Background: an optimization exercise with open tools, aiming at small area, a short achievable clock period and few clock cycles per item. Do not read the settings as production practice. In this exercise RTL edits were held to simulation tests only and were not proved equivalent to the original.

## design.v

```verilog
`timescale 1ns / 1ps
module mul_fp16
    (input  logic        v,
     input  logic [15:0] a,
     input  logic [12:0] a3,
     input  logic [15:0] b,
     output logic [15:0] s
    );
    logic [10:0] ma;
    logic [12:0] pp [0:4];
    logic [21:0] m, r0, r1, r2, r3, r4, r5, s1, c1, s2, c2, s3, c3, s4, c4;
    logic [5:0]  esum;
    logic [4:0]  e0, e1;
    logic        keep;
    logic [9:0]  mo;
    always_comb begin
        ma = {1'b1, a[9:0]};
        for (int j = 0; j < 5; j++) begin
            case (b[2*j +: 2])
                2'd0: pp[j] = 13'd0;
                2'd1: pp[j] = {2'b00, ma};
                2'd2: pp[j] = {1'b0, ma, 1'b0};
                default: pp[j] = a3;
            endcase
        end
        r0 = {9'd0, pp[0]};
        r1 = {7'd0, pp[1], 2'd0};
        r2 = {5'd0, pp[2], 4'd0};
        r3 = {3'd0, pp[3], 6'd0};
        r4 = {1'b0, pp[4], 8'd0};
        r5 = {1'b0, ma, 10'd0};
        s1 = r0 ^ r1 ^ r2;
        c1 = ((r0 & r1) | (r0 & r2) | (r1 & r2)) << 1;
        s2 = r3 ^ r4 ^ r5;
        c2 = ((r3 & r4) | (r3 & r5) | (r4 & r5)) << 1;
        s3 = s1 ^ c1 ^ s2;
        c3 = ((s1 & c1) | (s1 & s2) | (c1 & s2)) << 1;
        s4 = s3 ^ c3 ^ c2;
        c4 = ((s3 & c3) | (s3 & c2) | (c3 & c2)) << 1;
        m = s4 + c4;
        esum = {1'b0, a[14:10]} + {1'b0, b[14:10]};
        e0   = esum[4:0] + 5'd17;               
        e1   = e0 + 5'd1;
        keep = m[21] || (e0 == 5'd0);
        mo   = keep ? m[20:11] : {m[19:11], 1'b0};
        if (!v || (a == 16'h0000) || (b == 16'h0000))
            s = 16'h0000;
        else if ((a == 16'hFA00) || (b == 16'hFA00))
            s = 16'hFA00;
        else if ((a == 16'h7A00) || (b == 16'h7A00))
            s = 16'h7A00;
        else if (esum <= 6'd14)
            s = 16'h0000;
        else
            s = {a[15] ^ b[15], m[21] ? e1 : e0, mo};
    end
endmodule
`timescale 1ns / 1ps
module add_s1
    (input  logic [15:0] a,
     input  logic [15:0] b,
     output logic [15:0] l,
     output logic [10:0] ms,
     output logic        sub
    );
    logic        agt;
    logic [15:0] t;
    logic [4:0]  shr;
    always_comb begin
        agt = a[14:0] > b[14:0];
        t   = agt ? b : a;
        shr = (agt ? a[14:10] : b[14:10]) - t[14:10];
        sub = a[15] ^ b[15];
        ms  = {1'b1, t[9:0]} >> shr;
        l   = agt ? a : b;
        if (a == 16'h0000) begin
            l  = b;
            ms = 11'd0;
        end else if (b == 16'h0000) begin
            l  = a;
            ms = 11'd0;
        end else if (a == 16'hFA00 || b == 16'hFA00) begin
            l  = 16'hFA00;
            ms = 11'd0;
        end else if (a == 16'h7A00 || b == 16'h7A00) begin
            l  = 16'h7A00;
            ms = 11'd0;
        end else if (a[14:0] == b[14:0] && sub) begin
            l  = 16'h0000;
            ms = 11'd0;
        end
    end
endmodule
module add_s2
    (input  logic [15:0] l,
     input  logic [10:0] ms,
     input  logic        sub,
     output logic [15:0] s
    );
    logic [11:0] mf;
    logic [10:0] mk, z, mn;
    logic [4:0]  sh;
    always_comb begin
        mf = sub ? {1'b0, 1'b1, l[9:0]} - {1'b0, ms}
                 : {1'b0, 1'b1, l[9:0]} + {1'b0, ms};
        mk = 11'd0;
        for (int p = 0; p <= 10; p++)
            if (l[14:10] == 5'(10 - p)) mk[p] = 1'b1;
        z  = mf[10:0] | mk;
        sh = 5'd11;
        for (int p = 0; p <= 10; p++)
            if (z[p]) sh = 5'(10 - p);
        mn = mf[10:0] << sh;
        if (mf[11])
            s = {l[15], l[14:10] + 5'd1, mf[10:1]};
        else
            s = {l[15], l[14:10] - sh, mn[9:0]};
    end
endmodule
`timescale 1ns / 1ps
module dnn_relu_fp16
     (input     logic   clk,
      input     logic   rst,
      input     logic   start,
      input     logic   reset,
      output    logic   done,
      output    logic   unsigned    [16:0]    mem_addr,
      input     logic   signed      [15:0]    mem_data,
      output    logic               [159:0]   out);
    localparam logic [13:0] BASE_W1 = 14'd401;
    localparam logic [13:0] BASE_W2 = 14'd10426;
    localparam logic [15:0] ONE     = 16'h3C00;
    localparam logic [4:0]  NJ0     = 5'd6;
    localparam logic [12:0] ONE3    = 13'd3072;     
    localparam logic [2:0] S_IDLE = 3'd0,
                           S_L1   = 3'd1,
                           S_PRE  = 3'd2,
                           S_L2   = 3'd3,
                           S_FIN  = 3'd4,
                           S_DONE = 3'd5;
    logic [2:0]  st;
    logic [4:0]  nj;
    logic        start_q;
    logic [13:0] ma;       
    logic [8:0]  n;        
    logic [13:0] fb;       
    logic [5:0]  cc;       
    logic        qv;       
    logic [4:0]  clrc;     
    logic        sel_r, sel_y, sel_o;    
    logic        rot;      
    logic r_act, r_w1, r_l2, r_pre, r_l2f, r_last, r_first;
    logic m_act, m_v, m_l2, m_pre, m_l2f, m_last;
    logic s1_l2, s1_pre, s1_last;
    logic s2_l2, s2_pre, s2_last;
    logic y_pre, y_last;
    logic [15:0] D, A, Q, P, Y;
    logic [12:0] A3;
    logic [15:0] R [0:23];
    logic [15:0] O [0:9];
    logic [15:0] X_l;
    logic [10:0] X_ms;
    logic        X_sub;
    logic [4:0]  njn;
    logic        cap, busy;
    logic [15:0] prod, acc, s1_l, s2_s, h2, asrc;
    logic [10:0] s1_ms;
    logic        s1_sub;
    assign njn  = (nj >= 5'd12) ? nj - 5'd12 : nj + 5'd13;
    assign cap  = (st == S_L1) && m_act && (D[14:0] != 15'd0);
    assign busy = r_w1 && (cc != 6'd0);
    assign h2   = R[2][15] ? 16'h0000 : R[2];
    assign asrc = r_first ? Q : h2;
    mul_fp16 U_MUL (.v(m_v), .a(A), .a3(A3), .b(D), .s(prod));
    assign acc = ({16{sel_r}} & R[0]) | ({16{sel_y}} & Y) | ({16{sel_o}} & O[0]);
    add_s1 U_ADD1 (.a(acc), .b(P), .l(s1_l), .ms(s1_ms), .sub(s1_sub));
    add_s2 U_ADD2 (.l(X_l), .ms(X_ms), .sub(X_sub), .s(s2_s));
    logic [2:0]  st_n;
    logic [13:0] ma_n;
    logic [13:0] step;
    logic [8:0]  n_n;
    logic [5:0]  cc_n;
    logic nr_act, nr_w1, nr_l2, nr_pre, nr_l2f, nr_last, nr_first;
    assign step = (nj >= 5'd12) ? -14'd12 : 14'd13;
    logic [13:0] kc, ma_inc;
    always_comb begin
        if (st == S_L1)
            kc = busy ? step : step + 14'd25;
        else if (st == S_PRE)
            kc = 14'd1;
        else if (cc == 6'd0)
            kc = -14'd239;
        else
            kc = cc[0] ? 14'd1 : 14'd9;
    end
    assign ma_inc = ma + kc;
    always_comb begin
        st_n = st; ma_n = 14'd0; n_n = n; cc_n = cc - 6'd1;
        nr_act = 1'b0; nr_w1 = 1'b0; nr_l2 = 1'b0; nr_pre = 1'b0;
        nr_l2f = 1'b0; nr_last = 1'b0; nr_first = 1'b0;
        case (st)
            S_IDLE: begin
                nr_act = 1'b1;
                if (start_q) begin
                    st_n = S_L1;
                    ma_n = 14'd1;
                    n_n  = 9'd2;
                end
            end
            S_L1: begin
                if (busy) begin
                    nr_w1 = 1'b1;
                    ma_n = ma_inc;
                end else if (cap) begin
                    nr_w1 = 1'b1;
                    nr_first = 1'b1;
                    cc_n = 6'd24;
                    ma_n = fb + {9'd0, njn};
                end else if (qv) begin
                    nr_w1 = 1'b1;
                    nr_first = 1'b1;
                    cc_n = 6'd24;
                    ma_n = ma_inc;
                end else if (n != 9'd401) begin
                    nr_act = 1'b1;
                    ma_n = {5'd0, n};
                    n_n = n + 9'd1;
                end else if (!r_act) begin
                    st_n = S_PRE;
                    cc_n = 6'd11;
                    ma_n = BASE_W2;
                    nr_l2 = 1'b1;
                    nr_pre = 1'b1;
                end
            end
            S_PRE: begin
                if (cc > 6'd2 && !cc[5]) begin
                    ma_n = ma_inc;
                    nr_l2 = 1'b1;
                    nr_pre = 1'b1;
                end else if ((cc == 6'd0 || cc[5]) && njn == 5'd0) begin
                    st_n = S_L2;
                    ma_n = BASE_W2 + 14'd10;
                    cc_n = 6'd49;
                    n_n = 9'd0;
                    nr_l2 = 1'b1;
                    nr_l2f = 1'b1;
                end
            end
            S_L2: begin
                if (cc != 6'd0) begin
                    ma_n = ma_inc;
                    nr_l2 = 1'b1;
                    nr_l2f = (cc_n >= 6'd48);
                    nr_last = (cc_n <= 6'd1);
                end else if (n[2:0] != 3'd4) begin
                    n_n = n + 9'd1;
                    cc_n = 6'd49;
                    ma_n = ma_inc;
                    nr_l2 = 1'b1;
                    nr_l2f = 1'b1;
                end else begin
                    st_n = S_FIN;
                end
            end
            S_FIN: begin
                if (y_last && !s2_last)
                    st_n = S_DONE;
            end
            S_DONE: begin
                nr_act = 1'b1;
                if (reset)
                    st_n = S_IDLE;
            end
            default: st_n = S_IDLE;
        endcase
    end
    always_ff @(posedge clk or posedge rst) begin
        if (rst) begin
            st <= S_IDLE; nj <= 5'd0; done <= 1'b0;
        end else begin
            st <= st_n;
            nj <= (st == S_IDLE && start_q) ? NJ0 : njn;
            if (st == S_FIN && y_last && !s2_last)
                done <= 1'b1;
            else if (reset)
                done <= 1'b0;
        end
    end
    always_ff @(posedge clk) begin
        r_act <= nr_act; r_w1 <= nr_w1; r_l2 <= nr_l2; r_pre <= nr_pre;
        r_l2f <= nr_l2f; r_last <= nr_last; r_first <= nr_first;
        m_act <= r_act; m_v <= r_w1 || r_l2; m_l2 <= r_l2; m_pre <= r_pre;
        m_l2f <= r_l2f; m_last <= r_last;
        s1_l2 <= m_l2; s1_pre <= m_pre; s1_last <= m_last;
        s2_l2 <= s1_l2; s2_pre <= s1_pre; s2_last <= s1_last;
        y_pre <= s2_pre; y_last <= s2_last;
    end
    always_ff @(posedge clk) begin
        start_q <= start;
        ma <= ma_n; n <= n_n; cc <= cc_n;
        if (st == S_IDLE && start_q)
            fb <= BASE_W1;
        else if (m_act)
            fb <= fb + 14'd25;
        if (st == S_IDLE)
            qv <= 1'b0;
        else
            qv <= cap || (qv && !r_first);
        if (st == S_IDLE && start_q)
            clrc <= 5'd24;
        else if (clrc != 5'd0)
            clrc <= clrc - 5'd1;
        sel_r <= !m_l2 && !(st == S_IDLE && start_q) && (clrc == 5'd0);
        sel_y <= m_l2 && !m_pre && !m_l2f;
        sel_o <= m_l2 && m_l2f;
        rot   <= m_l2f || s2_last || s2_pre;
    end
    always_ff @(posedge clk) begin
        D <= mem_data;
        P <= prod;
        X_l <= s1_l;
        X_ms <= s1_ms;
        X_sub <= s1_sub;
        Y <= s2_s;
        for (int k = 0; k < 23; k++)
            R[k] <= R[k+1];
        R[23] <= s2_l2 ? Q : s2_s;
        if (s1_l2)
            Q <= R[0];
        else if (cap)
            Q <= D;
        if (r_first || (r_l2 && !r_pre && cc[0])) begin
            A  <= asrc;
            A3 <= {2'b01, asrc[9:0]} + {1'b1, asrc[9:0], 1'b0};
        end else if (r_pre) begin
            A  <= ONE;
            A3 <= ONE3;
        end
        if (rot) begin
            for (int k = 0; k < 9; k++)
                O[k] <= O[k+1];
            O[9] <= (y_pre || !Y[15]) ? Y : 16'h0000;
        end
    end
    always_comb begin
        for (int k = 0; k < 10; k++)
            out[16*k +: 16] = O[k];
    end
    assign mem_addr = {3'd0, ma};
endmodule
```

## flow/run.sh

```bash
#!/bin/bash
# Layout flow: the standard flow (standard.sh), with the port buffers
# made of sky130_fd_sc_hd__buf_2 cells, timing repair aimed at a setup
# slack of 22.75 ns, and clock tree synthesis without dummy loads.
# Each tool's output goes to a log file of its own here.
set -euo pipefail
bash standard.sh synth > log_synth.txt 2>&1
bash standard.sh SETUP_SLACK_MARGIN=22.75 \
  "BUFFER_PORTS_ARGS=-buffer_cell sky130_fd_sc_hd__buf_2" \
  "CTS_ARGS=-sink_clustering_enable -repair_clock_nets -sink_clustering_size 30 -sink_clustering_max_diameter 80 -buf_list sky130_fd_sc_hd__clkbuf_16 -dont_use_dummy_load" \
  finish > log_layout.txt 2>&1
```

## standard.sh

```bash
#!/bin/bash
# synth_recipe.tcl (not shown) runs the flow's synth.tcl, then flattens the netlist and writes it again
# the make line also repeats each setting of config.mk as NAME=value (left out here)
make -C /OpenROAD-flow-scripts/flow DESIGN_CONFIG=/design/flow/config.mk WORK_HOME=/design/flow/orfs CLKGATE_MAP_FILE= SYNTH_SCRIPT=/design/flow/synth_recipe.tcl "${@:-finish}"
```

## config.mk

```make
export PLATFORM = sky130hd
export DESIGN_NAME = dnn_relu_fp16
export DESIGN_NICKNAME = dnn_relu_fp16
export VERILOG_FILES = /design/flow/design.v
export SDC_FILE = /design/flow/constraint.sdc
export NUM_CORES = 8
export LEC_CHECK = 0
export CAP_MARGIN = 20
export CORE_MARGIN = 2
export CORE_UTILIZATION = 70
export GPL_TIMING_DRIVEN = 1
export SLEW_MARGIN = 20
```

## constraint.sdc

```tcl
create_clock -name core_clock -period 30.0 [get_ports {clk}]
set_input_delay 6.0000 -clock core_clock [delete_from_list [all_inputs] [get_ports {clk}]]
set_output_delay 6.0000 -clock core_clock [all_outputs]
set_load 0.01 [all_outputs]
```

==> run summary, run 1 <==
Place:
- Prior to clock tree synthesis, the placed netlist has a worst setup slack of 22.68 ns.
- After detailed placement, the total cell area comes to 0.02936 mm².
- The HPWL after detailed placement is 45,610 µm.
- The number of input and output port buffers inserted is 194.
- The cell count after placement is 2,978.
- The routability congestion estimate is 0.9522.

Yosys:
- In the synthesized netlist the async set-or-reset flop fraction comes to 1.203%.
- Summing the areas of all fa, ha and maj instances in the mapped netlist gives 8.222% of the synthesized area.
- The main combinational cell family by area after synthesis is compound AO/OA/AOI/OAI gates.
- After synthesis the cells add up to 0.02797 mm².
- The number of instances in the synthesized netlist is 2,324.
- In this run, synthesis produced a sequential element count of 748.
- The post-synthesis xor/xnor area fraction is 3.279%.
- After synthesis, the largest area contributor takes up 37.65% of total cell area.
- Sorting the synthesized cells by area gives the leading types as dfxtp_1, edfxtp_1, ha_1, fa_1, mux2_2.
- The fraction of the yosys area taken by sequential cells is 61.32%.
- The count of distinct cell types in the synthesized netlist is 86.
- The flip-flop cell with the highest count after synthesis is dfxtp_1.
- The synthesized netlist devotes 9.143% of its cell area to simple gates.
- Summing the areas of all compound-gate instances in the mapped netlist gives 10.70% of the synthesized area.
- A synthesized cell averages 12.04 µm².
- For this run, the number of Yosys warnings is 7.
- The count of flip-flops with a built-in enable after synthesis is 213.
- The share of cell area taken by muxes after synthesis is 4.066%.
- The biggest area contributor in the post-synthesis netlist is dfxtp_1.

Setup path:
- The count of cell instances traversed by the critical path is 1.
- Of all nets on the critical path, the largest fanout is 2.
- STA puts the critical path data arrival time at 1.25 ns.
- The library cell contributing the largest single delay on the critical path is edfxtp_1.
- The largest single stage delay on the critical path is 0.48 ns.
- Together, buffers and inverters on the worst path number 1.
- The worst setup path is captured at an output pin.
- The critical path's top delay family is flip-flops.
- For the worst setup path, the data required time is 24.00 ns.
- Counting cells, the worst reg-to-reg path comes to 17.
- The signal on the critical path passes through buf_6.
- The worst setup path is launched from a register.
- The critical path in this run is classified as register to output pin.

Final layout:
- The layout overhead on the synthesized area is 8.414%.
- In the final layout, flip-flops and latches occupy 0.01716 mm².
- The share of post-route cells with drive strength above 1 is 13.60%.
- Leaving out fill and tap cells, the most frequent cell in the layout is dfxtp_1.
- With fillers left out, the area of the finished cells amounts to 0.03032 mm².
- The finished layout holds 3,018 standard cells, fillers aside.
- The number of nets in the final layout is 2,672.
- The top cell types in the final layout, fill and taps aside, are dfxtp_1, edfxtp_1, buf_2.
- The area of the multi-input gates is 0.009933 mm².
- The number of filler cells placed in the layout is 2,535.

Route:
- The total routed wirelength is 63,080 µm.
- The routed wirelength normalized by instance count is 20.90 µm.
- The first detailed-routing pass took 7 iterations.
- The via density per instance is 5.947.
- The total DRC errors in the routed layout is 0.
- The detailed router placed 17,950 vias in this run.
- The count of nets left with antenna violations after detail routing is 0.
- The number of design-rule violations left by the first detailed-router iteration is 1,521.

Global routing:
- The first global-routing pass estimated 97,860 µm of wire.
- The global route total overflow is 0.
- The aggregate global-route resource usage is 30.43%.
- The busiest layer in global routing is met2.
- The initial antenna violation count was 1.
- Global routing used 3.811% of the available met3 tracks.
- For met1 alone, demand over resource in global routing was 41.25%.
- For this run, global-route usage on met2 was measured as 51.04%.
- The via count of the first global-routing pass is 17,690.
- The largest net degree at the start of global routing is 91.

Timing:
- The post-layout worst setup margin is 22.75 ns.
- The worst path uses 24.16% of the clock period.
- The post-route setup TNS is 0 ns.
- Headroom to the max-slew limit came out at 28.47%.
- The final-report max-slew violation count was 0.
- The transition time of the tightest slew-check pin is 1.073 ns.
- The worst setup skew after layout is 0.08142 ns.
- Setup repair after global routing could not meet its margin everywhere.
- Static timing analysis puts the maximum clock frequency at 138.0 MHz.
- The final number of hold-violating endpoints is 0.
- The total setup violations reported at the end of the flow is 0.
- The shortest period the worst path allows is 7.248 ns.

Min path:
- The path class of the tightest hold or removal check is register to register.
- The worst hold path passes through 0 cells.

Clock network:
- The tree is rooted in a clkbuf_16.
- The number of sinks driven by the clock tree is 748.
- After clock tree synthesis, the clock-pin slew on the worst setup and hold paths is 0.10 ns.
- In this run the number of H-tree levels came out at 2.
- The TritonCTS buffer count is 36.
- The total of hold buffers inserted after clock tree synthesis is 0.
- The CTS tree is yes.
- Clock latency on the worst-skew pair, taken at its later pin, is 0.59 ns.
- No sink is reached through more buffers than the 3 on the longest clock path.

Flow run:
- Max-cap violations in this run came to 0.

Floorplanning:
- In this run the horizontal extent of the chip is 203.9 µm.
- 198 I/O pins were placed.
- The floorplan step defined a die boundary enclosing 0.04157 mm².
- The die extent in y is 203.9 µm.
- The effective utilization at floorplan is 70.72%.
- The total core area is 0.03955 mm².
- The floorplan has 73 rows.

Run status:
- The run finished with no timing, DRC or antenna violations.
path summary, 6_finish.rpt:
kind | end | slack [ns] | startpoint
setup / recovery | out[10] | 22.75 | O[0][10]
hold / removal | R[22][9] | 0.28 | R[23][9]
setup reg to reg | P[2] | 23.15 | D[2]
hold reg to reg | R[22][9] | 0.28 | R[23][9]
max in group asynchronous | nj[4] | 24.36 | rst
min in group asynchronous | st[1] | 5.36 | rst
per-layer routing:
metal	vias to the layer above	part of all wire [%]	routed length, µm
li1	8432	-	-
met5	-	0	0
met1	8714	42	26800
met2	671	49	30770
met4	0	3.5	2201
met3	132	5.2	3309
synthesized netlist by cell type, types with 5 or more instances:
library cell	count
a211oi_1	13
a21boi_0	5
a21o_1	27
a21oi_1	101
a221oi_1	7
a222oi_1	6
a22o_1	34
a22oi_1	36
a31oi_1	17
and2_1	35
and3_1	14
clkbuf_1	65
dfrtp_1	9
dfxtp_1	526
edfxtp_1	213
fa_1	43
ha_1	115
inv_1	158
mux2_2	57
mux2i_1	36
nand2_1	138
nand2b_1	25
nand3_1	39
nand4_1	13
nor2_1	155
nor2b_1	21
nor3_1	35
nor4_1	14
nor4b_1	5
o211ai_1	7
o21a_1	7
o21ai_0	93
o21bai_1	19
o221ai_1	5
o22ai_1	11
o31ai_1	10
or2_2	9
or3_1	11
xnor2_1	59
xor2_1	42
flip-flops by register name, indices dropped and copies added, names as in the netlist, 14 cells and up:
| signal | count |
|---|---|
| Q | 16 |
| A | 15 |
| ma | 14 |
| fb | 14 |
| O | 160 |
| Y | 16 |
| D | 16 |
| X_l | 16 |
| R | 384 |
| P | 16 |
cell type report:
| cell class | instances | area share (%) |
|---|---|---|
| Antenna cell | 1 | 0.008252 |
| Multi-Input combinational cell | 1343 | 32.76 |
| Inverter | 158 | 1.956 |
| Clock buffer | 36 | 2.971 |
| Sequential cell | 748 | 56.57 |
| Timing Repair Buffer | 207 | 3.569 |
| Tap cell | 525 | 2.166 |
cells by family after synthesis:
logic type / Yosys count
DFF: 748
and+or+nand+nor: 534
AOI/OAI and AO/OA: 445
buffers and inverters: 235
adders and majority gates: 158
xor gates and xnor gates: 103
muxes: 100
other: 1
stage by stage:
step | hold WS, ns | utilization [%]
floorplan | 0.3096 | -
global placement | 0.3097 | 74.24
detailed placement | 0.3121 | 74.25
CTS | 0.2830 | 76.56
global route | 0.2821 | 76.67
finish | 0.2850 | 76.67
repair_timing:
item	in CTS	in global routing
buffers inserted	1	2
setup endpoints to repair	2	6
resized for setup	2	5
Testbench counts, summed over its fixed seeds: cycles 143,185, items 48.
==> inputs of run 2 (changes only) <==
--- a/config.mk
+++ b/config.mk
@@ -8,5 +8,4 @@
 export CAP_MARGIN = 20
 export CORE_MARGIN = 2
 export CORE_UTILIZATION = 70
-export GPL_TIMING_DRIVEN = 1
 export SLEW_MARGIN = 20
==> run summary, run 2 <==
Run status:
- The flow ran to the end and the layout has no timing, DRC or antenna violations.

Clock network:
- The clock transition at the registers of the reported paths is 0.10 ns.
- The TritonCTS buffer count is 36.
- The cell sitting at the root of the clock tree is a clkbuf_16.
- The maximum buffer depth of the clock tree is 3.
- The insertion delay to the later sink of the worst-skew pair is 0.59 ns.
- The maximum level of the CTS H-tree is 2.
- The CTS tree is yes.
- In this run, post-CTS hold repair placed 0 buffers.
- For this design, the sink count on the clock tree is 748.

Global routing:
- Entering global routing, the biggest net connects 91 pins.
- The aggregate global-route resource usage is 30.43%.
- The via count of the first global-routing pass was 17,690.
- Global routing finished with a remaining overflow of 0.
- The first global-routing pass estimated 97,860 µm of wire.
- The initial antenna violation count was 1.

Floorplanning:
- The cell row count is 73.
- Measured along the x axis, the die boundary spans 203.9 µm.
- The die extent in y is 203.9 µm.
- The effective utilization at floorplan is 70.72%.
- 198 I/O pins were placed.
- The die covers 0.04157 mm².
- The total core area is 0.03955 mm².

Yosys:
- By area the synthesized netlist is led by dfxtp_1, edfxtp_1, ha_1, fa_1, mux2_2.
- Counting flops and latches in the post-synthesis netlist gives 748.
- The complex-gate fraction of the synthesized area is 10.70%.
- The post-synthesis adder-cell area fraction is 8.222%.
- Of the total synthesized cell area, the portion taken by XOR and XNOR cells is 3.279%.
- The mean instance size in the synthesized netlist is 12.04 µm².
- After Yosys synthesis, and, or, nand and nor cells account for 9.143% of the synthesized area.
- The count of flip-flops with a built-in enable after synthesis is 213.
- The synthesized netlist contains 86 unique library cells.
- During synthesis, Yosys emitted a total of 7 warnings.
- The leading area contributor after synthesis is dfxtp_1.
- The synthesized netlist occupies a cell area of 0.02797 mm².
- The synthesized design devotes to its leading area cell type 37.65% of total area.
- After technology mapping, the gate count stands at 2,324.
- After synthesis, the largest family of logic cells by area is compound AO/OA/AOI/OAI gates.
- The share of cell area taken by muxes after synthesis is 4.066%.
- The proportion of synthesized flip-flops having asynchronous set or reset is 1.203%.
- For this run, the register share of the synthesized area comes to 61.32%.
- Yosys instantiated no cell more often than dfxtp_1.
- The flip-flop cell with the highest count after synthesis is dfxtp_1.
- By count the netlist is led by dfxtp_1, edfxtp_1, inv_1.

Route:
- The routed layout has 17,950 vias.
- In the routed layout, each cell is associated on average with a via count of 5.947.
- The total iterations of the first detailed-routing run is 7.
- The total routed wirelength is 63,080 µm.
- For this block, the initial DRC count from the detailed router was 1,521.
- The count of nets left with antenna violations after detail routing is 0.
- In the routed design, unresolved DRC markers number 0.
- After detailed routing, the average wire length per cell comes to 20.90 µm.

Final layout:
- Cells fill 76.67% of the core in the end.
- The number of nets in the final layout is 2,672.
- In the final layout, the registers with the most flip-flops are R: 384 flops, O: 160 flops.
- Of the cells placed in the final design, the portion with a size suffix greater than 1 is 13.60%.
- R holds more flip-flops than any other register.
- The layout overhead on the synthesized area is 8.414%.
- The top cell types in the final layout, fill and taps aside, are dfxtp_1, edfxtp_1, buf_2.
- The commonest non-fill, non-tap cell in the layout is dfxtp_1.
- The count of placed standard cells in the final layout, fillers left out is 3,018.
- The flip-flop count of the largest register, all copies and words added is 384.

Min path:
- The worst hold endpoint is R[22][9].
- The tightest min-delay check is of the register to register type.
- The worst hold path begins at R[23][9].
- The hold-critical path depth is 0.

Place:
- Counting tap cells, the placed design contains a total of 2,978 instances.
- The routability congestion estimate is 0.9522.
- During placement, the flow inserted port buffers numbering 194.
- The HPWL after detailed placement is 45,610 µm.

Setup path:
- On the worst path, the slowest cell contributes a delay of 0.48 ns.
- The worst setup path category is register to output pin.
- In this run the worst path has a maximum fanout of 2.
- The critical register-to-register path endpoint is P[2].
- The critical path goes through buf_6.
- The startpoint identified for the worst register-to-register timing path is D[2].
- The type of element launching the critical path is a register.
- For this design, the slowest cell found on the critical path is edfxtp_1.
- The worst endpoint data arrival time is 1.25 ns.
- For the worst flop-to-flop path, the logic depth is 17.
- The endpoint class of the critical path is an output pin.
- The data required time at the worst endpoint is 24.00 ns.
- The slack of the worst reg-to-reg path is 23.15 ns.
- Together, buffers and inverters on the worst path number 1.
- The critical path's top delay family is flip-flops.

Timing:
- The final-report max-slew violation count is 0.
- The post-route setup TNS is 0 ns.
- Dividing the final minimum period by the clock period gives 24.16%.
- The clock arrives with 0.08142 ns of skew.
- For the finished layout, the period the worst path requires is 7.248 ns.
- For the pin with the worst max-slew slack, the measured transition is 1.073 ns.
- In this run the tightest slew margin relative to its limit is 28.47%.
- Setup repair after global routing could not meet its margin everywhere.
- The maximum clock frequency is 138.0 MHz.
- The final number of hold-violating endpoints is 0.
- Setup violations remaining at the end of the flow were counted as 0.

Flow run:
- Across the run, the number of max-cap violations was 0.
[run 2: cell counts after synthesis]
Identical to the previous run, type by type.
[run 2: layout make-up]
cell class,count,area (µm²)
antenna,1,2.502
clock buffer,36,900.9
fill,2535,9225
inverter,158,593.1
multi-input combinational,1343,9933
sequential,748,17160
tap,525,656.9
timing repair buffer,207,1082
[run 2: repair_timing]
action	CTS	global route
endpoints found under the setup margin	2	6
setup buffers	1	2
gates resized for setup	2	5
pin swaps	0	0
[run 2: layer usage]
layer | track usage (%) | up-vias | wire length [µm]
li1 | - | 8432 | -
met1 | 41.25 | 8714 | 26800
met2 | 51.04 | 671 | 30770
met3 | 3.811 | 132 | 3309
met4 | 10.45 | 0 | 2201
met5 | 0 | - | 0
[run 2: worst max-delay path by stage]
stage                     slack [ns]       to     start  cells past startpoint
after global routing           22.73  out[10]  O[0][10]                      1
after global placement         22.82    st[0]     reset                      8
after CTS                      22.73  out[10]  O[0][10]                      1
final                          22.75  out[10]  O[0][10]                      1
after floorplan                23.00    st[0]     reset                      7
after detailed placement       22.68    st[0]     reset                      8
[run 2: per-stage QoR]
stage,worst slack [ns],hold WS [ns],instance area (µm²)
after detailed placement,22.68,0.3121,29360
final,22.75,0.2850,30320
after global placement,22.82,0.3097,29360
after CTS,22.73,0.2830,30280
after floorplan,23.00,0.3096,27980
after global routing,22.73,0.2821,30320
[run 2: cell families (layout without fill, tap and decap cells)]
| family | Yosys count | in the layout |
|---|---|---|
| AO/OA/AOI/OAI | 445 | 445 |
| XOR/XNOR | 103 | 103 |
| adder cells (fa/ha/maj) | 158 | 158 |
| buffers and inverters | 235 | 401 |
| flip-flops | 748 | 748 |
| multiplexers | 100 | 100 |
| other | 1 | 4 |
| AND/OR/NAND/NOR | 534 | 534 |
==> inputs of run 3 (changes only) <==
==> flow/run.sh (replaced) <==
#!/bin/bash
# Layout flow: the standard flow (standard.sh), with the port buffers
# made of sky130_fd_sc_hd__buf_2 cells, timing repair aimed at a setup
# slack of 22.6 ns, and clock tree synthesis without dummy loads.
# Each tool's output goes to a log file of its own here.
set -euo pipefail
bash standard.sh synth > log_synth.txt 2>&1
bash standard.sh SETUP_SLACK_MARGIN=22.6 \
  "BUFFER_PORTS_ARGS=-buffer_cell sky130_fd_sc_hd__buf_2" \
  "CTS_ARGS=-sink_clustering_enable -repair_clock_nets -sink_clustering_size 30 -sink_clustering_max_diameter 80 -buf_list sky130_fd_sc_hd__clkbuf_16 -dont_use_dummy_load" \
  finish > log_layout.txt 2>&1
==> run summary, run 3 <==
Final layout:
- The largest registers in the layout are R: 384 flops, O: 160 flops.
- Cells with a size suffix above 1 make up 13.38% of the layout.
- Leaving out fill and tap cells, the most frequent cells in the layout are dfxtp_1, edfxtp_1, buf_2.
- After routing the design area is 0.03028 mm².
- The flip-flop count of the largest register, all copies and words added is 384.
- For this run, the post-layout net count is 2,669.
- The register name with the most flops is R.
- The commonest non-fill, non-tap cell in the layout is dfxtp_1.
- The layout overhead on the synthesized area is 8.262%.
- The number of filler cells placed in the layout is 2,540.

Setup path:
- The endpoint class of the critical path is an output pin.
- The worst setup path is launched from a register.
- Walking the worst path, the cells encountered are buf_2.
- The number of buffers and inverters on the critical path is 1.
- For this run, the slowest stage of the critical path takes 0.48 ns.
- Along the worst path, the maximum fanout reaches 2.
- The cell family contributing the most delay on the critical path is flip-flops.
- The worst setup path category is register to output pin.
- The slowest stage of the critical path is the edfxtp_1 cell.
- STA puts the critical path data required time at 24.00 ns.
- Data arrives at the worst endpoint at 1.27 ns.

Yosys:
- Of the post-synthesis cell area, the dominant cell type holds 37.65%.
- The synthesized netlist devotes 8.222% of its cell area to adder and majority cells.
- The count of flip-flops with a built-in enable after synthesis is 213.
- After Yosys synthesis, XOR and XNOR cells account for 3.279% of the synthesized area.
- The number of warnings reported in the yosys synthesis log is 7.
- The combined area of all synthesized cells is 0.02797 mm².
- The fraction of the yosys area taken by sequential cells is 61.32%.
- For this run, the leading register cell type out of synthesis is dfxtp_1.
- Ranked by total cell area, the synthesized netlist is headed by dfxtp_1, edfxtp_1, ha_1, fa_1, mux2_2.
- In the synthesized netlist, mux cells make up 4.066% of the area.
- Of all cell types, the one taking the most synthesized area is dfxtp_1.
- By count the netlist is led by dfxtp_1, edfxtp_1, inv_1.
- The number of instances in the synthesized netlist is 2,324.
- The mean instance size in the synthesized netlist is 12.04 µm².
- By area, the combinational part of the netlist is dominated by compound AO/OA/AOI/OAI gates.
- After synthesis the netlist holds a flip-flop and latch count of 748.
- The netlist uses 86 different library cells.
- The library cell with the highest instance count after synthesis is dfxtp_1.
- Summing the areas of all and, or, nand and nor instances in the mapped netlist gives 9.143% of the synthesized area.
- In the synthesized netlist the async set-or-reset flop fraction comes to 1.203%.
- Summing the areas of all compound-gate instances in the mapped netlist gives 10.70% of the synthesized area.

Timing:
- The final-report max-slew violation count is 0.
- The shortest period the worst path allows is 7.266 ns.
- The final number of hold-violating endpoints is 0.
- The tightest hold path in the finished design has a slack of 0.2864 ns.
- The post-route setup TNS is 0 ns.
- For the final database, setup skew stands at 0.08162 ns.
- In this run the tightest slew margin relative to its limit is 30.02%.
- The maximum clock frequency is 137.6 MHz.
- Setup violations remaining at the end of the flow were counted as 0.
- Setup repair after global routing left no endpoint under its margin.
- Setup slack on the critical path of the routed design comes to 22.73 ns.
- The part of the cycle the worst path needs is 24.22%.
- The transition time of the tightest slew-check pin is 1.050 ns.

Global routing:
- The via count of the first global-routing pass is 17,670.
- The initial antenna violation count is 1.
- The first global-routing pass estimated 97,860 µm of wire.
- The global route total overflow is 0.
- Global routing consumed, over all layers together, 30.43% of the routing resources.
- Entering global routing, the biggest net connects 91 pins.

Clock network:
- The total of hold buffers inserted after clock tree synthesis is 0.
- The clock passes through at most 3 buffers.
- The insertion delay to the later sink of the worst-skew pair is 0.58 ns.
- In this run the post-CTS setup repair buffer count came out at 0.
- The CTS tree is yes.
- In this run the number of H-tree levels came out at 2.
- The buffer type at the clock tree root is clkbuf_16.
- The number of gates given a new drive strength after cts is 0.
- The TritonCTS buffer count is 36.
- After clock tree synthesis, the clock-pin slew on the worst setup and hold paths is 0.10 ns.
- The tree built by TritonCTS fans out to 748 sinks.

Route:
- In this run the remaining antenna-violating nets after routing total 0.
- The detailed router finished its first iteration with 1,586 violations.
- The total DRC errors in the routed layout is 0.
- The via count is 17,980.
- The total routed wirelength is 63,060 µm.
- The first detailed-routing pass took 5 iterations.
- Using the TritonRoute via totals, the vias-per-cell ratio works out to 5.962.
- After detailed routing, the average wire length per cell comes to 20.92 µm.

Min path:
- The classification of the worst-slack hold path is register to register.

Place:
- The minimum setup slack after placement is 22.68 ns.
- Summing all placed instances gives a cell area of 0.02936 mm².
- The routability congestion estimate is 0.9522.
- The number of input and output port buffers inserted is 194.
- The HPWL after detailed placement is 45,610 µm.

Floorplanning:
- The cell row count is 73.
- For this configuration, the core starts out at a cell density of 70.72%.
- The floorplan step defined a die boundary enclosing 0.04157 mm².
- The die extent in y is 203.9 µm.
- The number of top-level pins is 198.
- The chip width is 203.9 µm.
- The total core area is 0.03955 mm².

Flow run:
- The count of max-cap constraint violations is 0.

Run status:
- The run finished with no timing, DRC or antenna violations.
## run 3: changes by cell type in the layout (fill, tap and decap cells not counted), sizes merged
cell,change
buf,-3
## run 3: area by class of cell
class                   instances  area [µm²]  area share (%)
flip-flops and latches        748       17160           56.65
multi-input cells            1343        9926           32.78
repair buffers                204        1047           3.458
clock buffers                  36       900.9           2.975
well taps                     525       656.9           2.169
inverters                     158       593.1           1.959
diodes                          1       2.502        0.008264
## run 3: logic make-up after synthesis
group,count (synthesis)
AO/OA/AOI/OAI,445
XOR/XNOR,103
adder cells (fa/ha/maj),158
buffers and inverters,235
flip-flops,748
multiplexers,100
other,1
AND/OR/NAND/NOR,534
## run 3: final timing paths
check                           depth (start not counted)        to  slack, ns      from
worst max-delay path                                    1   out[10]      22.73  O[0][10]
worst min-delay path                                    0  R[22][9]       0.29  R[23][9]
max in group asynchronous                               2     nj[4]      24.36       rst
worst max register to register                         18      P[2]      22.98      D[4]
min in group asynchronous                               2     st[1]       5.37       rst
worst min register to register                          0  R[22][9]       0.29  R[23][9]
## run 3: per-layer routing
| metal | global-route usage [%] | vias to the layer above | routed length [µm] |
|---|---|---|---|
| li1 | - | 8424 | - |
| met1 | 41.36 | 8715 | 26630 |
| met2 | 50.98 | 707 | 30700 |
| met3 | 3.795 | 130 | 3597 |
| met4 | 10.35 | 0 | 2129 |
| met5 | 0 | - | 0 |
## run 3: through the flow
step	std cells	utilization, %
after floorplan	2326	-
after global placement	2977	74.24
after detailed placement	2978	74.25
after CTS	3014	76.53
after global routing	3015	76.57
final	3015	76.57
==> inputs of run 4 (changes only) <==
==> flow/run.sh (replaced) <==
#!/bin/bash
# Layout flow: the standard flow (standard.sh), with the port buffers
# made of sky130_fd_sc_hd__buf_2 cells, timing repair aimed at a setup
# slack of 22.85 ns, and clock tree synthesis without dummy loads.
# Each tool's output goes to a log file of its own here.
set -euo pipefail
bash standard.sh synth > log_synth.txt 2>&1
bash standard.sh SETUP_SLACK_MARGIN=22.85 \
  "BUFFER_PORTS_ARGS=-buffer_cell sky130_fd_sc_hd__buf_2" \
  "CTS_ARGS=-sink_clustering_enable -repair_clock_nets -sink_clustering_size 30 -sink_clustering_max_diameter 80 -buf_list sky130_fd_sc_hd__clkbuf_16 -dont_use_dummy_load" \
  finish > log_layout.txt 2>&1
==> run summary, run 4 <==
Place:
- The HPWL after detailed placement is 45,610 µm.
- The congestion estimate from routability-driven global placement came to 0.9522.
- Input and output buffers added on the ports amount to 194.
- The placed instances occupy a cell area of 0.02936 mm².

Yosys:
- The count of distinct cell types in the synthesized netlist is 86.
- Summed over all instances, the cell type with the most area after synthesis is dfxtp_1.
- The total of flip-flops plus latches after synthesis is 748.
- The library cell with the highest instance count after synthesis is dfxtp_1.
- The Yosys step of the flow raised 7 warnings.
- The mean instance size in the synthesized netlist is 12.04 µm².
- By area the synthesized netlist is led by dfxtp_1, edfxtp_1, ha_1, fa_1, mux2_2.
- The most used flip-flop cell after synthesis is dfxtp_1.
- The count of flip-flops with a built-in enable after synthesis is 213.
- After synthesis the cells add up to 0.02797 mm².
- Ranked by instance count, the synthesized netlist is headed by dfxtp_1, edfxtp_1, inv_1.
- Counting every instance in the synthesized netlist gives 2,324.
- The share of synthesized area in the top cell type comes to 37.65%.
- The fraction of the yosys area taken by sequential cells is 61.32%.
- Of all flip-flops after synthesis, the portion carrying an async set or reset was 1.203%.

Final layout:
- In the final layout, the registers with the most flip-flops are R: 384 flops, O: 160 flops.
- The register name with the most flops is R.
- In the layout the commonest cells are dfxtp_1, edfxtp_1, buf_2.
- The flip-flop count of the largest register, all copies and words added is 384.
- At the end of the flow, the number of nets in the layout was 2,767.
- Compared with the post-synthesis result, the final layout area differs by 11.30%.
- Leaving out fill and tap cells, the most frequent cell in the layout is dfxtp_1.
- The post-route netlist has 16.81% of its cells at a drive strength greater than 1.
- After routing the design area is 0.03113 mm².

Setup path:
- The largest individual stage delay along the critical path comes from the cell edfxtp_1.
- Data on the critical path is required at its endpoint by 24.00 ns.
- The number of buffers and inverters on the critical path is 1.
- The endpoint class of the critical path is an output pin.
- The critical path in this run is classified as register to output pin.
- The critical path's top delay family is flip-flops.
- The type of element launching the critical path is a register.
- The delay of the slowest cell on the worst path is 0.52 ns.
- Walking the worst path, the cells encountered are buf_2.
- The worst endpoint data arrival time is 1.31 ns.
- Of all nets on the critical path, the largest fanout is 2.

Timing:
- Setup repair after global routing could not meet its margin everywhere.
- The post-route setup TNS is 0 ns.
- The part of the cycle the worst path needs is 24.38%.
- The total setup violations reported at the end of the flow is 0.
- The shortest period the worst path allows is 7.313 ns.
- For the final database, setup skew stands at 0.08456 ns.
- The final number of hold-violating endpoints is 0.
- The relative slew slack is 27.06%.
- The transition time of the tightest slew-check pin is 1.094 ns.
- Timing would allow up to 136.7 MHz.
- The final-report max-slew violation count is 0.

Floorplanning:
- The floorplan step defined a core boundary enclosing 0.03955 mm².
- The number of top-level pins is 198.
- The cell row count is 73.
- The floorplan step defined a die boundary enclosing 0.04157 mm².
- For this configuration, the core starts out at a cell density of 70.72%.
- The die extent in y is 203.9 µm.
- The chip width is 203.9 µm.

Clock network:
- The maximum buffer depth of the clock tree is 3.
- After clock tree synthesis, the clock-pin slew on the worst setup and hold paths is 0.12 ns.
- The CTS tree is yes.
- The TritonCTS buffer count is 36.
- The insertion delay to the later sink of the worst-skew pair is 0.59 ns.
- The number of sinks driven by the clock tree is 748.
- The buffer type at the clock tree root is clkbuf_16.
- In this run the number of H-tree levels came out at 2.

Route:
- The total iterations of the first detailed-routing run is 6.
- The total routed wirelength is 67,570 µm.
- The number of design-rule violations left by the first detailed-router iteration is 1,709.
- The met1 routed wirelength after detailed routing is 27,170 µm.
- The total DRC errors in the routed layout is 0.
- The count of nets left with antenna violations after detail routing is 0.
- The length of routed met2 wiring is 33,430 µm.
- In the detailed route, the total length drawn on met3 is 4307 µm.
- The via count is 18,580.
- The routed wirelength normalized by instance count is 21.70 µm.
- The uppermost metal layer occupied by signal nets is met4.
- The via density per instance is 5.969.

Global routing:
- The via count of the first global-routing pass is 17,970.
- Entering global routing, the biggest net connects 91 pins.
- The first global-routing pass estimated 99,040 µm of wire.
- The initial antenna violation count is 0.
- Summed over all layers, the global routing overflow is 0.
- For this run, the total global-route usage over all layers was measured as 30.85%.

Flow run:
- The count of max-cap constraint violations is 0.

Min path:
- The classification of the worst-slack hold path is register to register.

Run status:
- The flow ran to the end and the layout has no timing, DRC or antenna violations.
[run 4: cell count changes in the layout (fill, tap and decap cells not counted), sizes merged]
cell	before	now
buf	204	302
[run 4: kinds of logic after synthesis]
kind of cell / Yosys count / synth area share [%]
fa+ha+maj: 158 / 8.222
buf+inv: 235 / 3.257
simple gates: 534 / 9.143
other cells: 1 / 0.01341
compound gates: 445 / 10.70
mux: 100 / 4.066
xor+xnor: 103 / 3.279
flops: 748 / 61.32
[run 4: cell type report]
type,count,area (µm²)
well taps,525,656.9
flip-flops and latches,748,17160
inverters,158,593.1
clock buffers,36,900.9
diodes,1,2.502
multi-input cells,1343,9933
repair buffers,302,1889
fillers,2387,8417
[run 4: per-stage QoR]
step	worst slack (ns)	utilization (%)	std cells	hold slack, ns
2_1_floorplan	23.00	-	2326	0.3096
3_3_place_gp	22.82	74.24	2977	0.3097
3_5_place_dp	22.68	74.25	2978	0.3121
4_1_cts	22.73	77.65	3068	0.2830
5_1_grt	22.68	78.71	3112	0.2833
6_report	22.69	78.72	3113	0.2846
[run 4: worst paths after layout]
check	cells after the start	from	endpoint	slack, ns
min reg2reg	0	R[23][9]	R[22][9]	0.28
max in group asynchronous	2	rst	nj[0]	24.36
max reg2reg	17	D[2]	P[2]	23.12
min	0	R[23][9]	R[22][9]	0.28
min in group asynchronous	2	rst	st[1]	5.37
max	1	O[3][11]	out[59]	22.69
[run 4: what timing repair did]
item                                    in CTS  in global routing
hold buffers                                 0                  0
buffers inserted                            54                 44
resized for setup                           11                 19
endpoints found under the setup margin     130                160
[run 4: layer usage]
metal | track usage, % | vias to the layer above
met5 | 0 | -
met4 | 10.66 | 0
met3 | 4.512 | 164
met2 | 52.04 | 778
met1 | 41.10 | 9009
li1 | - | 8630
==> inputs of run 5 (changes only) <==
==> flow/run.sh (replaced) <==
#!/bin/bash
# Layout flow: the standard flow (standard.sh), with the port buffers
# made of sky130_fd_sc_hd__buf_2 cells, timing repair aimed at a setup
# slack of 22.75 ns, and clock tree synthesis without dummy loads.
# Each tool's output goes to a log file of its own here.
set -euo pipefail
bash standard.sh synth > log_synth.txt 2>&1
bash standard.sh SETUP_SLACK_MARGIN=22.75 \
  "BUFFER_PORTS_ARGS=-buffer_cell sky130_fd_sc_hd__buf_2" \
  "CTS_ARGS=-sink_clustering_enable -repair_clock_nets -sink_clustering_size 30 -sink_clustering_max_diameter 80 -buf_list sky130_fd_sc_hd__clkbuf_16 -dont_use_dummy_load -sink_clustering_levels 1" \
  finish > log_layout.txt 2>&1
==> run summary, run 5 <==
Final layout:
- The number of filler cells placed in the layout is 2,535.
- Leaving out filler cells and counting taps, the final layout contains 3,018.
- Summing all flip-flop and latch instances after layout gives 0.01716 mm².
- Leaving out fill and tap cells, the most frequent cells in the layout are dfxtp_1, edfxtp_1, buf_2.
- The flip-flop count of the largest register, all copies and words added is 384.
- The library cell used most frequently in the layout, excluding fill and tap cells, is dfxtp_1.
- The area growth from synthesis to layout is 8.414%.
- The number of nets in the final layout is 2,672.
- In the final layout, the multi-input gates occupy 0.009933 mm².
- The largest registers in the layout are R: 384 flops, O: 160 flops.
- R holds more flip-flops than any other register.
- The share of post-route cells with drive strength above 1 is 13.60%.

Yosys:
- The combined area of all synthesized cells is 0.02797 mm².
- The main combinational cell family by area after synthesis is compound AO/OA/AOI/OAI gates.
- The synthesized design contains 213 enable-type register cells.
- The synthesized netlist devotes 8.222% of its cell area to adder and majority cells.
- Of all cell types, the one taking the most synthesized area is dfxtp_1.
- The area fraction in and, or, nand and nor cells after synthesis is 9.143%.
- The mean instance size in the synthesized netlist is 12.04 µm².
- The library cell with the highest instance count after synthesis is dfxtp_1.
- The flip-flop cell with the highest count after synthesis is dfxtp_1.
- The proportion of synthesized flip-flops having asynchronous set or reset is 1.203%.
- The post-synthesis xor/xnor area fraction is 3.279%.
- For this run, the register share of the synthesized area comes to 61.32%.
- The total of flip-flops plus latches after synthesis is 748.
- The share of cell area taken by muxes after synthesis is 4.066%.
- The number of instances in the synthesized netlist is 2,324.
- The number of warnings reported in the yosys synthesis log is 7.
- The synthesized netlist devotes 10.70% of its cell area to compound gates.
- Yosys mapped the design onto 86 distinct sky130hd cell types.
- After synthesis, the most frequently instantiated cells are dfxtp_1, edfxtp_1, inv_1.
- Yosys attributes the largest share of cell area to dfxtp_1, edfxtp_1, ha_1, fa_1, mux2_2.
- Summed over its instances, the top area cell type makes up 37.65% of the synthesized netlist area.

Setup path:
- In this run the worst path has a maximum fanout of 2.
- Among all stages on the critical path, the largest delay is contributed by edfxtp_1.
- The worst register-to-register path has a setup slack of 23.15 ns.
- The critical path goes through buf_6.
- The worst endpoint data arrival time is 1.25 ns.
- STA classifies the critical path startpoint as a register.
- The count of cell instances traversed by the critical path is 1.
- Measured in cells, the most critical reg-to-reg path has a length of 17.
- STA classifies the critical path endpoint as an output pin.
- The source of the worst register-to-register timing path is D[2].
- Data on the critical path is required at its endpoint by 24.00 ns.
- The number of buffers and inverters on the critical path is 1.
- The critical path's top delay family is flip-flops.
- The worst setup path category is register to output pin.
- The largest single stage delay on the critical path is 0.48 ns.
- The critical register-to-register path endpoint is P[2].

Floorplanning:
- Measured along the x axis, the die boundary spans 203.9 µm.
- Measured along the y axis, the die boundary spans 203.9 µm.
- The die covers 0.04157 mm².
- For this design the top-level I/O count stands at 198.
- The floorplan step defined a core boundary enclosing 0.03955 mm².
- The cell row count is 73.
- For this configuration, the core starts out at a cell density of 70.72%.

Min path:
- The worst hold endpoint is R[22][9].
- The hold-critical path depth is 0.
- The startpoint identified for the worst hold timing path is R[23][9].
- The classification of the worst-slack hold path is register to register.

Route:
- The via count is 17,950.
- The total iterations of the first detailed-routing run is 7.
- After the first detailed-routing iteration, the DRC count stood at 1,521.
- The via density per instance is 5.947.
- In the final routed layout, each cell accounts on average for 20.90 µm.
- The count of nets left with antenna violations after detail routing is 0.
- The total routed wirelength is 63,080 µm.
- After detailed routing, the number of remaining DRC violations is 0.

Global routing:
- The aggregate global-route resource usage is 30.43%.
- The first global-routing pass estimated 97,860 µm of wire.
- The via count of the first global-routing pass came to 17,690.
- The global route total overflow is 0.
- Entering global routing, the biggest net connects 91 pins.
- The initial antenna violation count is 1.

Place:
- The count of buffers added on input and output ports is 194.
- The routability congestion estimate is 0.9522.
- After detailed placement, the design holds a cell count of 2,978.
- After legalization and detailed placement, the total HPWL measured 45,610 µm.

Timing:
- The final hold slack is 0.2850 ns.
- The shortest period the worst path allows is 7.248 ns.
- Clock skew on the completed layout was measured at 0.08142 ns.
- The final-report max-slew violation count is 0.
- The final number of hold-violating endpoints is 0.
- The relative slew slack is 28.47%.
- The maximum clock frequency is 138.0 MHz.
- Setup total negative slack on the finished layout was measured at 0 ns.
- Setup violations remaining at the end of the flow were counted as 0.
- For the pin with the worst max-slew slack, the measured transition is 1.073 ns.
- Setup repair after global routing could not meet its margin everywhere.
- Dividing the final minimum period by the clock period gives 24.16%.

Clock network:
- The maximum level of the CTS H-tree is 2.
- The total of hold buffers inserted after clock tree synthesis is 0.
- The buffer type at the clock tree root is clkbuf_16.
- The CTS tree is yes.
- Clock tree synthesis inserted a total of 36 buffers.
- At the later pin of the worst-skew pair, clock insertion delay measures 0.59 ns.
- CTS saw 748 sinks.
- After clock tree synthesis, the clock-pin slew on the worst setup and hold paths is 0.10 ns.
- The maximum buffer depth of the clock tree is 3.

Run status:
- The flow ran to the end and the layout has no timing, DRC or antenna violations.

Flow run:
- Across the run, the number of max-cap violations was 0.
-- run 5: cell counts after synthesis --
No cell type changed its count.
-- run 5: final cells by class --
type,instances,area share (%)
antenna,1,0.008252
clock buffer,36,2.971
inverter,158,1.956
multi-input combinational,1343,32.76
sequential,748,56.57
tap,525,2.166
timing repair buffer,207,3.569
-- run 5: repair_timing --
item                                    4_1_cts  5_1_grt
pin swaps                                     0        0
endpoints found under the setup margin        2        6
hold endpoints to repair                      0        0
buffers inserted                              1        2
resized for setup                             2        5
-- run 5: logic make-up (layout without fill, tap and decap cells) --
logic type      count (synthesis)  in the layout
flops                         748            748
simple gates                  534            534
compound gates                445            445
buf+inv                       235            401
fa+ha+maj                     158            158
xor+xnor                      103            103
mux                           100            100
other cells                     1              4
-- run 5: worst max-delay path by stage --
stage | slack, ns | from | to
final | 22.75 | O[0][10] | out[10]
after global routing | 22.73 | O[0][10] | out[10]
after CTS | 22.73 | O[0][10] | out[10]
after detailed placement | 22.68 | reset | st[0]
after global placement | 22.82 | reset | st[0]
after floorplan | 23.00 | reset | st[0]
-- run 5: metrics by stage --
stage	util (%)	instance area [µm²]	worst slack, ns
3_5_place_dp	74.25	29360	22.68
4_1_cts	76.56	30280	22.73
5_1_grt	76.67	30320	22.73
2_1_floorplan	-	27980	23.00
6_report	76.67	30320	22.75
3_3_place_gp	74.24	29360	22.82
-- run 5: routing by layer --
layer | vias to the layer above | routed length (µm) | global-route usage [%]
li1 | 8432 | - | -
met1 | 8714 | 26800 | 41.25
met2 | 671 | 30770 | 51.04
met3 | 132 | 3309 | 3.811
met4 | 0 | 2201 | 10.45
met5 | - | 0 | 0
==> inputs of run 6 (changes only) <==
--- a/flow/run.sh
+++ b/flow/run.sh
@@ -7,5 +7,5 @@
 bash standard.sh synth > log_synth.txt 2>&1
 bash standard.sh SETUP_SLACK_MARGIN=22.75 \
   "BUFFER_PORTS_ARGS=-buffer_cell sky130_fd_sc_hd__buf_2" \
-  "CTS_ARGS=-sink_clustering_enable -repair_clock_nets -sink_clustering_size 30 -sink_clustering_max_diameter 80 -buf_list sky130_fd_sc_hd__clkbuf_16 -dont_use_dummy_load -sink_clustering_levels 1" \
+  "CTS_ARGS=-sink_clustering_enable -repair_clock_nets -sink_clustering_size 30 -sink_clustering_max_diameter 80 -buf_list sky130_fd_sc_hd__clkbuf_16 -dont_use_dummy_load -distance_between_buffers 300" \
   finish > log_layout.txt 2>&1
==> run summary, run 6 <==
Setup path:
- The worst setup path category is register to output pin.
- The library cell contributing the largest single delay on the critical path is edfxtp_1.
- The critical path's top delay family is flip-flops.
- Together, buffers and inverters on the worst path number 1.
- The highest fanout seen on the critical path is 2.
- The type of element launching the critical path is a register.
- The endpoint class of the critical path is an output pin.
- In this design, the stage delay of the slowest critical-path cell is 0.48 ns.
- Traced cell by cell, the critical path runs through buf_6.
- The data required time at the worst endpoint is 24.00 ns.
- The worst endpoint data arrival time is 1.25 ns.

Place:
- The congestion estimate from routability-driven global placement came to 0.9522.
- Buffers placed on the I/O ports in this run total 194.
- After detailed placement, the design holds a cell count of 2,978.
- Detailed placement finished with a half-perimeter wire length of 45,610 µm.

Yosys:
- The mean instance size in the synthesized netlist is 12.04 µm².
- The fraction of post-synthesis cell area in the top cell type by area is 37.65%.
- After technology mapping, the gate count stands at 2,324.
- The total of flip-flops plus latches after synthesis is 748.
- The flip-flop cell with the highest count after synthesis is dfxtp_1.
- For this run, the register share of the synthesized area comes to 61.32%.
- During synthesis, Yosys emitted a total of 7 warnings.
- In the synthesized netlist, the cells that appear most often are dfxtp_1, edfxtp_1, inv_1.
- The leading area contributor after synthesis is dfxtp_1.
- After synthesis the cells add up to 0.02797 mm².
- Yosys attributes the largest share of cell area to dfxtp_1, edfxtp_1, ha_1, fa_1, mux2_2.
- The count of flip-flops with a built-in enable after synthesis is 213.
- After synthesis, the share of flip-flops with an asynchronous set or reset is 1.203%.
- Counting distinct cell types in the post-synthesis netlist gives 86.
- The library cell with the highest instance count after synthesis is dfxtp_1.

Run status:
- The flow ran to the end and the layout has no timing, DRC or antenna violations.

Clock network:
- The number of hold buffers added after CTS was 0.
- The number of sinks driven by the clock tree is 748.
- The insertion delay to the later sink of the worst-skew pair is 0.59 ns.
- The CTS tree is yes.
- The buffer type at the clock tree root is clkbuf_16.
- Clock-pin slew was measured on the worst setup and hold paths at 0.10 ns.
- The maximum level of the CTS H-tree is 2.
- The maximum buffer depth of the clock tree is 3.
- In this run, CTS created clock tree buffers numbering 36.

Final layout:
- After the flow finishes, the layout carries non-filler instances totaling 3,018.
- The largest registers in the layout are R: 384 flops, O: 160 flops.
- Cells with a size suffix above 1 make up 13.60% of the layout.
- The register with the most flip-flops in the layout has 384 of them.
- The commonest non-fill, non-tap cell in the layout is dfxtp_1.
- The register name with the most flops is R.
- In the layout the commonest cells are dfxtp_1, edfxtp_1, buf_2.
- The layout overhead on the synthesized area is 8.414%.
- The net count of the finished layout is 2,672.

Floorplanning:
- In this run the vertical extent of the chip is 203.9 µm.
- The floorplan step set the die width to 203.9 µm.
- The overall die area is 0.04157 mm².
- The initial utilization of the core area, before any placement, comes to 70.72%.
- The total core area is 0.03955 mm².
- The cell row count is 73.
- The number of top-level pins is 198.

Route:
- The via count is 17,950.
- The total DRC errors in the routed layout is 0.
- The number of design-rule violations left by the first detailed-router iteration is 1,521.
- The via density per instance is 5.947.
- The routed wirelength normalized by instance count is 20.90 µm.
- The first detailed-routing pass ran for 7 iterations.
- Wires add up to 63,080 µm.
- The detail route stage leaves a number of antenna-violating nets equal to 0.

Timing:
- The total setup violations reported at the end of the flow is 0.
- Setup repair after global routing could not meet its margin everywhere.
- The transition time of the tightest slew-check pin is 1.073 ns.
- The final-report max-slew violation count is 0.
- Between clock sinks in the finished design, the worst skew comes to 0.08142 ns.
- The final number of hold-violating endpoints is 0.
- After layout, the minimum clock period comes to 7.248 ns.
- For this run, the top clock speed supported by timing is 138.0 MHz.
- The part of the cycle the worst path needs is 24.16%.
- Hold is met by 0.2850 ns.
- The post-route setup TNS is 0 ns.
- Headroom to the max-slew limit came out at 28.47%.

Min path:
- The min-delay analysis places its worst path in the category register to register.

Global routing:
- The global route total overflow is 0.
- The largest net degree at the start of global routing is 91.
- The first-pass GRT wire length is 97,860 µm.
- The initial antenna violation count is 1.
- Global routing used 30.43% of the available tracks across all layers.
- The via count of the first global-routing pass is 17,690.

Flow run:
- The tool flagged a number of max-cap violations equal to 0.
run 6: cell counts in the layout (fill, tap and decap cells not counted):
Identical to the previous run, type by type.
run 6: timing repair:
item	CTS	global route
setup endpoints to repair	2	6
cloned	0	0
pin swaps	0	0
gates resized for setup	2	5
buffers inserted	1	2
run 6: per-stage QoR:
step	area, µm²	util (%)	worst slack (ns)
after floorplan	27980	-	23.00
after global placement	29360	74.24	22.82
after detailed placement	29360	74.25	22.68
after CTS	30280	76.56	22.73
after global routing	30320	76.67	22.73
final	30320	76.67	22.75
run 6: logic make-up after synthesis:
logic type,Yosys count,synth area share (%)
xor gates and xnor gates,103,3.279
and+or+nand+nor,534,9.143
AOI/OAI and AO/OA,445,10.70
buffers and inverters,235,3.257
DFF,748,61.32
other,1,0.01341
muxes,100,4.066
adders and majority gates,158,8.222
run 6: final cells by class:
| class | count | area (µm²) |
|---|---|---|
| multi-input cells | 1343 | 9933 |
| inverters | 158 | 593.1 |
| flip-flops and latches | 748 | 17160 |
| clock buffers | 36 | 900.9 |
| fillers | 2535 | 9225 |
| well taps | 525 | 656.9 |
| repair buffers | 207 | 1082 |
| diodes | 1 | 2.502 |
run 6: path summary, 6_finish.rpt:
path / from / endpoint / slack, ns / cells after the start
worst max-delay path: O[0][10] / out[10] / 22.75 / 1
worst min-delay path: R[23][9] / R[22][9] / 0.28 / 0
worst max register to register: D[2] / P[2] / 23.15 / 17
worst min register to register: R[23][9] / R[22][9] / 0.28 / 0
max in group asynchronous: rst / nj[4] / 24.36 / 2
min in group asynchronous: rst / st[1] / 5.36 / 2
run 6: metal layers:
layer	GRT usage (%)	up-vias	share of wire (%)
li1	-	8432	-
met1	41.25	8714	42
met2	51.04	671	49
met3	3.811	132	5.2
met4	10.45	0	3.5
met5	0	-	0

==> separate check: timing with driven ports <==
How much do the figures lean on ideal ports? The routed layouts below were timed once more, with nothing changed but the port constraints. Step 1 (the two cells are an assumption about what drives the block):
set clk [get_ports {clk}]
set_driving_cell -lib_cell sky130_fd_sc_hd__clkbuf_16 $clk
set_driving_cell -lib_cell sky130_fd_sc_hd__buf_2 [delete_from_list [all_inputs] $clk]
Step 2 adds t to the input delays and takes it off the output delays; t is the mean of the earliest and latest rising clock arrival at the registers after step 1. Input paths then give back, and output paths get back, about the clock's delay inside the block. a / b / c = no drivers / after step 1 / after step 2; a / b = the first two.
run | t, ns | slack for setup (ns) | pins driven straight from the clock port
run 1 | 0.609 | 22.752 / 22.693 / 22.658 | 1
run 2 | 0.609 | 22.752 / 22.693 / 22.658 | 1
run 3 | 0.607 | 22.734 / 22.672 / 22.613 | 1
run 4 | 0.611 | 22.687 / 22.626 / 22.627 | 1
run 5 | 0.609 | 22.752 / 22.693 / 22.658 | 1
run 6 | 0.609 | 22.752 / 22.693 / 22.658 | 1
After both steps every run listed still meets setup and hold. For run 3, which loses most, drivers alone change the setup slack by -0.062 ns; drivers and shift together by -0.121 ns.
